From an optimization exercise on the open Yosys and OpenROAD flow, aimed at small area and a short achievable clock period; shortcuts taken in it are not production practice.
RTL that was checked went through simulation tests only; none was proved equivalent to the original.
No driver is modelled on the clock port, so clocking that relies on it looks cheaper here than on a real chip.

==> inputs of run B <==
Design fir_32nd, start of the top module:
module fir_32nd (
    input clk,
    input reset,
    input signed [15:0] data_in,
    output reg signed [15:0] filtered_output
);
==> flow/config.mk <==
export PLATFORM = sky130hd
export DESIGN_NAME = fir_32nd
export DESIGN_NICKNAME = fir_32nd
export VERILOG_FILES = /design/flow/design.v
export SDC_FILE = /design/flow/constraint.sdc
export NUM_CORES = 4
export LEC_CHECK = 0
export CAP_MARGIN = 20
export CORE_MARGIN = 2
export CORE_UTILIZATION = 65
export CTS_CLUSTER_DIAMETER = 120
export CTS_CLUSTER_SIZE = 40
export SLEW_MARGIN = 20
export SYNTH_HIERARCHICAL = 1
export TNS_END_PERCENT = 5
==> flow/constraint.sdc <==
create_clock -name core_clock -period 15.0 [get_ports {clk}]
set_input_delay 3.0000 -clock core_clock [delete_from_list [all_inputs] [get_ports {clk}]]
set_output_delay 3.0000 -clock core_clock [all_outputs]
set_load 0.01 [all_outputs]
standard.sh (not shown) runs the stock make flow with config.mk's settings and CLKGATE_MAP_FILE= SYNTH_SCRIPT=/design/flow/synth_recipe.tcl, a recipe that flattens the netlist after the stock synthesis.
==> flow/flow/run.sh <==
#!/bin/bash
# Own flow: the standard synthesis, then the standard ORFS steps with
# buf_4 port buffers, no delay cells in buffering, a fanout limit that
# turns the reset net into a buffer tree, and a larger setup margin so
# timing repair works on the paths that set the achieved period.
set -e
H=$PWD/flow/hook.tcl
bash standard.sh synth > synth.log 2>&1
bash standard.sh SETUP_SLACK_MARGIN=11 BUFFER_PORTS_ARGS="-buffer_cell sky130_fd_sc_hd__buf_4" \
  PRE_GLOBAL_PLACE_TCL=$H PRE_RESIZE_TCL=$H PRE_CTS_TCL=$H PRE_GLOBAL_ROUTE_TCL=$H finish > layout.log 2>&1
==> flow/flow/hook.tcl <==
# Keep delay cells out of buffering and sizing; split high-fanout nets (the reset net).
set_dont_use [get_lib_cells {sky130_fd_sc_hd__clkdlybuf4s* sky130_fd_sc_hd__dlygate4sd* sky130_fd_sc_hd__dlymetal6s*}]
set_max_fanout 16 [current_design]
==> run H (differences from run B) <==
--- a/flow/config.mk
+++ b/flow/config.mk
@@ -7,9 +7,8 @@
 export LEC_CHECK = 0
 export CAP_MARGIN = 20
 export CORE_MARGIN = 2
-export CORE_UTILIZATION = 65
+export CORE_UTILIZATION = 45
 export CTS_CLUSTER_DIAMETER = 120
 export CTS_CLUSTER_SIZE = 40
 export SLEW_MARGIN = 20
 export SYNTH_HIERARCHICAL = 1
-export TNS_END_PERCENT = 5
==> run notes <==
Clock skew: run H is higher than run B (0.027 ns).
Count of clock-buffer cells in the layout is the same in run B and run H.
In synthesized cell count, run B and run H do not differ.
In run H the worst hold slack is worse than in run B, by 0.016 ns.
In run B the cell area is lower than in run H, by 1.7%.
In run H the first-iteration DRC count is lower than in run B, by 3.1%.
In flip-flop and latch count, run B and run H do not differ.
No functional check of the RTL was part of any run of this note.

---

==> build 5 <==
Another version of the RTL of fir_32nd (not shown whole).
clock: 15.0 ns
lec_check: 0
cap_margin: 20
core_margin: 2
core_utilization: 60
cts_cluster_diameter: 120
cts_cluster_size: 16
slew_margin: 20
synth_hierarchical: 1
tns_end_percent: 5
==> flow/flow/run.sh <==
#!/bin/bash
# Own flow: the standard synthesis, then the standard ORFS steps with
# buf_4 port buffers, no delay cells in buffering, the reset net rebuilt
# as a balanced buffer tree after placement (flow/reset_tree.tcl), and a
# larger setup margin so timing repair works on the paths that set the
# achieved period. CTS_ARGS picks smaller leaf clock buffers.
set -e
H=$PWD/flow/hook.tcl
bash standard.sh synth > synth.log 2>&1
bash standard.sh SETUP_SLACK_MARGIN=11 BUFFER_PORTS_ARGS="-buffer_cell sky130_fd_sc_hd__buf_4" \
  PRE_GLOBAL_PLACE_TCL=$H PRE_RESIZE_TCL=$H POST_RESIZE_TCL=$PWD/flow/reset_tree.tcl PRE_CTS_TCL=$H PRE_GLOBAL_ROUTE_TCL=$H \
  CTS_ARGS="-sink_clustering_enable -repair_clock_nets -sink_clustering_size 16 -sink_clustering_max_diameter 120 -dont_use_dummy_load" finish > layout.log 2>&1
Other scripts of this flow, unchanged in this note and not shown: flow/flow/hook.tcl, flow/flow/reset_tree.tcl
==> trial 45: changes against build 5 <==
--- a/flow/flow/run.sh
+++ b/flow/flow/run.sh
@@ -11,2 +11,2 @@
   PRE_GLOBAL_PLACE_TCL=$H PRE_RESIZE_TCL=$H POST_RESIZE_TCL=$PWD/flow/reset_tree.tcl PRE_CTS_TCL=$H PRE_GLOBAL_ROUTE_TCL=$H \
-  CTS_ARGS="-sink_clustering_enable -repair_clock_nets -sink_clustering_size 16 -sink_clustering_max_diameter 120 -dont_use_dummy_load" finish > layout.log 2>&1
+  CTS_ARGS="-sink_clustering_enable -repair_clock_nets -sink_clustering_size 12 -sink_clustering_max_diameter 100 -sink_clustering_buffer sky130_fd_sc_hd__clkbuf_8 -root_buf sky130_fd_sc_hd__clkbuf_16 -buf_list sky130_fd_sc_hd__clkbuf_16 -dont_use_dummy_load" finish > layout.log 2>&1
==> notes <==
Trial 45 ran to the end with no violations. Build 5 completed with no timing, DRC or antenna violations.
Die area is the same in build 5 and trial 45.
In synthesized area, trial 45 and build 5 do not differ.
Synthesized cell count is the same in build 5 and trial 45.
Final cell count: trial 45 is higher than build 5 (about 0.6%).
In register-to-register slack, build 5 and trial 45 hardly differ.
In global-route usage, trial 45 and build 5 hardly differ.
==> figures <==
Clock-pin transition on the worst setup and hold timing paths: trial 45 80 ps; build 5 70 ps
Worst Slack Setup Final: trial 45 10840 ps; build 5 10850 ps
Via total after detailed routing: trial 45 21000; build 5 20900
Mean number of vias per cell: trial 45 5.72; build 5 5.73
Total detailed-routing wirelength: trial 45 106000 um; build 5 106000 um
Reg-to-reg setup timing slack: trial 45 10840 ps; build 5 10850 ps
Total length of routed met3 wires: trial 45 5970 um; build 5 5680 um
Sequential share of cell area: trial 45 0.403; build 5 0.401
Result of the run: trial 45 timing/DRC/antenna clean; build 5 timing/DRC/antenna clean
Worst Min Path Start: trial 45 x9[13]; build 5 x10[8]
No run of this note included a check of the RTL's function; only the layout flow was run.

---

==> inputs of 01-09 <==
fir_32nd, a different RTL version from the one above (not shown whole).
Settings: LEC_CHECK=0, CAP_MARGIN=20, CORE_MARGIN=2, CORE_UTILIZATION=45, SLEW_MARGIN=20, SYNTH_HIERARCHICAL=1; clock period 15.0 ns.
==> flow/flow/run.sh <==
#!/bin/bash
# Own flow: the standard synthesis, then the standard ORFS steps with
# faster port buffers, a reset buffer tree and a larger setup margin.
set -e
bash standard.sh synth > synth.log 2>&1
bash standard.sh SETUP_SLACK_MARGIN=10 BUFFER_PORTS_ARGS="-buffer_cell sky130_fd_sc_hd__buf_4" PRE_RESIZE_TCL=$PWD/flow/pre_resize.tcl finish > layout.log 2>&1
==> flow/flow/pre_resize.tcl <==
# Split high-fanout nets (the reset net) into a buffer tree.
set_max_fanout 10 [current_design]
==> 02-06 (differences from 01-09) <==
==> flow/flow/run.sh (replaced) <==
#!/bin/bash
# Own flow: the standard synthesis, then the standard ORFS steps with
# faster port buffers and a larger setup margin for timing repair.
set -e
bash standard.sh synth > synth.log 2>&1
bash standard.sh SETUP_SLACK_MARGIN=11 BUFFER_PORTS_ARGS="-buffer_cell sky130_fd_sc_hd__buf_4" finish > layout.log 2>&1
removed: flow/flow/pre_resize.tcl
==> qor summary <==
                                                                                     01-09                  02-06
Register-to-register path setup slack                                            10,500 ps              10,850 ps
Outcome                                                           timing/DRC/antenna clean  timing/DRC/antenna clean
GRT Util Overall                                                                    24.63%                 24.53%
Hold path endpoint                                                        x11[1]$_DFF_PP0_       x15[7]$_DFF_PP0_
Required time of the critical path                                               15,840 ps              15,590 ps
Instance area after placement                                                   44,140 µm²             43,410 µm²
Kind of capture point of the worst setup path                                    async pin              flip-flop
Post-route worst setup slack                                                     10,160 ps              10,850 ps
Slowest cell on crit path                                 sky130_fd_sc_hd__clkdlybuf4s50_1  sky130_fd_sc_hd__fa_1
Max Fanout on Critical Path                                                             10                      3
Clock buffer instance count of the final layout                                        114                    113
Routed metal-1 wirelength                                                        48,570 µm              49,350 µm
Met2 layer wire length in the routed design                                      51,090 µm              51,850 µm
Achievable frequency                                                             206.8 MHz              240.7 MHz
Wire length per cell after detailed routing                                       26.98 µm               26.93 µm
Total wirelength of the detailed-routed design                                  110,800 µm             111,300 µm
Period Utilization, post-route                                                      32.24%                 27.70%

---

==> job 2287: inputs <==
Another version of the RTL of fir_32nd (not shown whole).
Design fir_32nd, start of the top module:
module fir_32nd (
    input clk,
    input reset,
    input signed [15:0] data_in,
    output reg signed [15:0] filtered_output
);
==> flow/config.mk <==
export PLATFORM = sky130hd
export DESIGN_NAME = fir_32nd
export DESIGN_NICKNAME = fir_32nd
export VERILOG_FILES = /design/flow/design.v
export SDC_FILE = /design/flow/constraint.sdc
export NUM_CORES = 4
export LEC_CHECK = 0
export CAP_MARGIN = 20
export CORE_MARGIN = 2
export CORE_UTILIZATION = 60
export CTS_CLUSTER_DIAMETER = 120
export CTS_CLUSTER_SIZE = 16
export SLEW_MARGIN = 20
export SYNTH_HIERARCHICAL = 1
export TNS_END_PERCENT = 5
==> flow/constraint.sdc <==
create_clock -name core_clock -period 15.0 [get_ports {clk}]
set_input_delay 3.0000 -clock core_clock [delete_from_list [all_inputs] [get_ports {clk}]]
set_output_delay 3.0000 -clock core_clock [all_outputs]
set_load 0.01 [all_outputs]
==> flow/flow/run.sh <==
#!/bin/bash
# Own flow: the standard synthesis, then the standard ORFS steps with
# buf_4 port buffers, no delay cells in buffering, the reset net rebuilt
# as a balanced buffer tree after placement (flow/reset_tree.tcl), and a
# larger setup margin so timing repair works on the paths that set the
# achieved period. CTS_ARGS picks smaller leaf clock buffers.
set -e
H=$PWD/flow/hook.tcl
bash standard.sh synth > synth.log 2>&1
bash standard.sh SETUP_SLACK_MARGIN=11 BUFFER_PORTS_ARGS="-buffer_cell sky130_fd_sc_hd__buf_4" \
  PRE_GLOBAL_PLACE_TCL=$H PRE_RESIZE_TCL=$H POST_RESIZE_TCL=$PWD/flow/reset_tree.tcl PRE_CTS_TCL=$H PRE_GLOBAL_ROUTE_TCL=$H \
  CTS_ARGS="-sink_clustering_enable -repair_clock_nets -sink_clustering_size 12 -sink_clustering_max_diameter 100 -sink_clustering_buffer sky130_fd_sc_hd__clkbuf_8 -root_buf sky130_fd_sc_hd__clkbuf_16 -buf_list sky130_fd_sc_hd__clkbuf_16 -dont_use_dummy_load" finish > layout.log 2>&1
Other scripts of this flow, unchanged in this note and not shown: flow/flow/hook.tcl, flow/flow/reset_tree.tcl
==> job 2811 (differences from job 2287) <==
CORE_UTILIZATION = 70   (was 60)
==> job 9422 (differences from job 2287) <==
--- a/flow/flow/run.sh
+++ b/flow/flow/run.sh
@@ -10,3 +10,3 @@
 bash standard.sh SETUP_SLACK_MARGIN=11 BUFFER_PORTS_ARGS="-buffer_cell sky130_fd_sc_hd__buf_4" \
   PRE_GLOBAL_PLACE_TCL=$H PRE_RESIZE_TCL=$H POST_RESIZE_TCL=$PWD/flow/reset_tree.tcl PRE_CTS_TCL=$H PRE_GLOBAL_ROUTE_TCL=$H \
-  CTS_ARGS="-sink_clustering_enable -repair_clock_nets -sink_clustering_size 12 -sink_clustering_max_diameter 100 -sink_clustering_buffer sky130_fd_sc_hd__clkbuf_8 -root_buf sky130_fd_sc_hd__clkbuf_16 -buf_list sky130_fd_sc_hd__clkbuf_16 -dont_use_dummy_load" finish > layout.log 2>&1
+  CTS_ARGS="-sink_clustering_enable -repair_clock_nets -sink_clustering_size 16 -sink_clustering_max_diameter 120 -dont_use_dummy_load" finish > layout.log 2>&1
==> summary of the runs <==
- Worst hold slack: job 2811 < job 2287 < job 9422.
- In sequential cell count, job 9422 and job 2811 do not differ.
- The lowest core utilization belongs to job 2287, the highest to job 2811.
- Fmax, lowest first: job 2287, job 9422, job 2811.
- Final cell count, highest first: job 2287, job 9422, job 2811.
- Of job 2287 and job 9422, job 2287 has the higher sequential share of layout area (gap 0.20 points).
- First-iteration DRC count, lowest first: job 9422, job 2287, job 2811.
- Die area: job 2811 is smaller than job 2287 (14%).

---

==> inputs of trial 3 <==
fir_32nd, a different RTL version from the one above (not shown whole).
## fir_32nd
module fir_32nd (
    input clk,
    input reset,
    input signed [15:0] data_in,
    output reg signed [15:0] filtered_output
);
  reg [15:0] x0;
  reg [15:0] x1;
  reg [15:0] x2;
  reg [15:0] x3;
  reg [15:0] x4;
  reg [15:0] x5;
  reg [15:0] x6;
  reg [15:0] x7;
  reg [15:0] x8;
  reg [15:0] x9;
  reg [15:0] x10;
  reg [15:0] x11;
  reg [15:0] x12;
  reg [15:0] x13;
  reg [15:0] x14;
  reg [15:0] x15;
  reg [15:0] x16;
  reg [15:0] x17;
  reg [15:0] x18;
  reg [15:0] x19;
  reg [15:0] x20;
  reg [16:0] p5;
  reg [16:0] p6;
  reg [16:0] p7;
  reg [16:0] p8;
  reg [16:0] p9;
  reg [16:0] p10;
  reg [16:0] p11;
  reg [16:0] p12;
  reg [16:0] p13;
  reg [16:0] p14;
  reg [16:0] p15;
  reg [17:0] G6;
  reg [17:0] G7;
  reg [17:0] G8;
  reg [17:0] G14;
  reg [17:0] G15;
  reg [28:0] R1a;
  reg [28:0] R1b;
  reg [30:0] R2a;
  reg [30:0] R2b;
  reg [0:0] v1_;
  reg [0:0] v2_;
  wire s0, c0;
  fir_ha us0 (x0[1], x0[2], s0, c0);
  wire s1, c1;
  fir_fa us1 (x0[2], x0[3], x1[2], s1, c1);
  wire s2, c2;
  fir_fa us2 (x0[3], x0[4], x1[3], s2, c2);
  wire s3, c3;
  fir_ha us3 (x0[8], x1[8], s3, c3);
  wire s4, c4;
  fir_fa us4 (x0[4], x0[5], x1[4], s4, c4);
  wire s5, c5;
  fir_fa us5 (x0[9], x1[9], x1[11], s5, c5);
  wire s6, c6;
  fir_ha us6 (x1[5], x2[1], s6, c6);
  wire s7, c7;
  fir_fa us7 (x0[5], x0[6], x1[5], s7, c7);
  wire s8, c8;
  fir_fa us8 (x1[6], x2[2], x15[4], s8, c8);
  wire s9, c9;
  fir_fa us9 (x0[10], x1[10], x1[12], s9, c9);
  wire s10, c10;
  fir_ha us10 (x16[11], x17[12], s10, c10);
  ...
clock: 15.0 ns
lec_check: 0
cap_margin: 20
core_margin: 2
core_utilization: 60
cts_buf_list: sky130_fd_sc_hd__clkbuf_8
cts_cluster_diameter: 120
cts_cluster_size: 40
slew_margin: 20
synth_hierarchical: 1
tns_end_percent: 5
==> flow/flow/run.sh <==
#!/bin/bash
# Own flow: the standard synthesis, then the standard ORFS steps with
# buf_4 port buffers, no delay cells in buffering, a fanout limit that
# turns the reset net into a buffer tree, and a larger setup margin so
# timing repair works on the paths that set the achieved period.
set -e
H=$PWD/flow/hook.tcl
bash standard.sh synth > synth.log 2>&1
bash standard.sh SETUP_SLACK_MARGIN=11 BUFFER_PORTS_ARGS="-buffer_cell sky130_fd_sc_hd__buf_4" \
  PRE_GLOBAL_PLACE_TCL=$H PRE_RESIZE_TCL=$H PRE_CTS_TCL=$H PRE_GLOBAL_ROUTE_TCL=$H finish > layout.log 2>&1
Scripts as last shown in full above: flow/flow/hook.tcl
==> trial 51: changes against trial 3 <==
- CORE_UTILIZATION: 60 -> 45
- CTS_BUF_LIST: sky130_fd_sc_hd__clkbuf_8 -> unset
- TNS_END_PERCENT: 5 -> unset
==> run notes <==
status=complete, no violations; final setup margin=10.75 ns; most frequent cells in the layout=fa_1 (814), dfrtp_1 (528), inv_1 (308), ha_1 (218), dfxtp_1 (155); TritonRoute pass-1 iters=7; met3 WL=9.02 mm; chip height=267 um; Reg area=17800 um2; vias in the first global route=23900; clock network area share=0.0219; Worst EP arrival=4.84 ns; Starting Density=0.606; routed length on met1=44.0 mm; Worst Path Buf+Inv=0; Critical Path RT=15.60 ns; placed insts=3581; max frequency=235 MHz; sequential cell area share=0.404; max_slew headroom=0.446
[end of results for trial 3]
==> run notes <==
Starting Density=0.453; TritonRoute pass-1 iters=5; met3 WL=7.07 mm; max frequency=237 MHz; status=complete, no violations; Worst Path Buf+Inv=3; Reg area=18000 um2; sequential cell area share=0.388; most frequent cells in the layout=fa_1 (719), dfrtp_1 (505), inv_1 (253), ha_1 (214), dfxtp_1 (130)
[end of results for trial 51]

-- afterwards: timing with drivers on the ports --
Ports are ideal in the flow. The routed layouts listed here were re-timed in OpenROAD.
Step 1 (the two cells are an assumption about what drives the block):
set clk [get_ports {clk}]
set_driving_cell -lib_cell sky130_fd_sc_hd__clkbuf_16 $clk
set_driving_cell -lib_cell sky130_fd_sc_hd__buf_2 [delete_from_list [all_inputs] $clk]
Step 2 moves the port delays by t, midway between the first and last clock arrival at a register: inputs arrive t later, outputs are due t later. That takes back most of the time a late clock gives input paths.
Slacks: ideal / step 1 / step 2; pairs: ideal / step 1.
run | shift t [ns] | setup slack, ns | hold WS [ns]
run B | 0.691 | 10.852 / 10.786 / 10.339 | 0.343 / 0.343 / 0.343
run H | 0.722 | 10.766 / 10.709 / 10.535 | 0.327 / 0.327 / 0.327
build 5 | 0.663 | 10.851 / 10.835 / 10.851 | 0.344 / 0.344 / 0.344
trial 45 | 0.635 | 10.837 / 10.837 / 10.837 | 0.300 / 0.300 / 0.300
01-09 | 0.718 | 10.163 / 10.209 / 9.491 | 0.325 / 0.325 / 0.325
02-06 | 0.704 | 10.846 / 10.786 / 10.509 | 0.329 / 0.329 / 0.329
job 2287 | 0.641 | 10.870 / 10.829 / 10.870 | 0.321 / 0.321 / 0.321
job 2811 | 0.623 | 10.906 / 10.858 / 10.906 | 0.314 / 0.314 / 0.314
job 9422 | 0.669 | 10.890 / 10.823 / 10.902 | 0.338 / 0.338 / 0.338
trial 3 | 0.754 | 10.752 / 10.705 / 10.214 | 0.344 / 0.344 / 0.344
trial 51 | 0.678 | 10.788 / 10.788 / 10.577 | 0.336 / 0.336 / 0.336
After both steps setup and hold are still met in every run listed. The setup slack of 01-09, which loses most, moves by +0.046 ns with the drivers and by -0.672 ns with both steps. The worst setup slack also covers recovery checks on asynchronous resets.
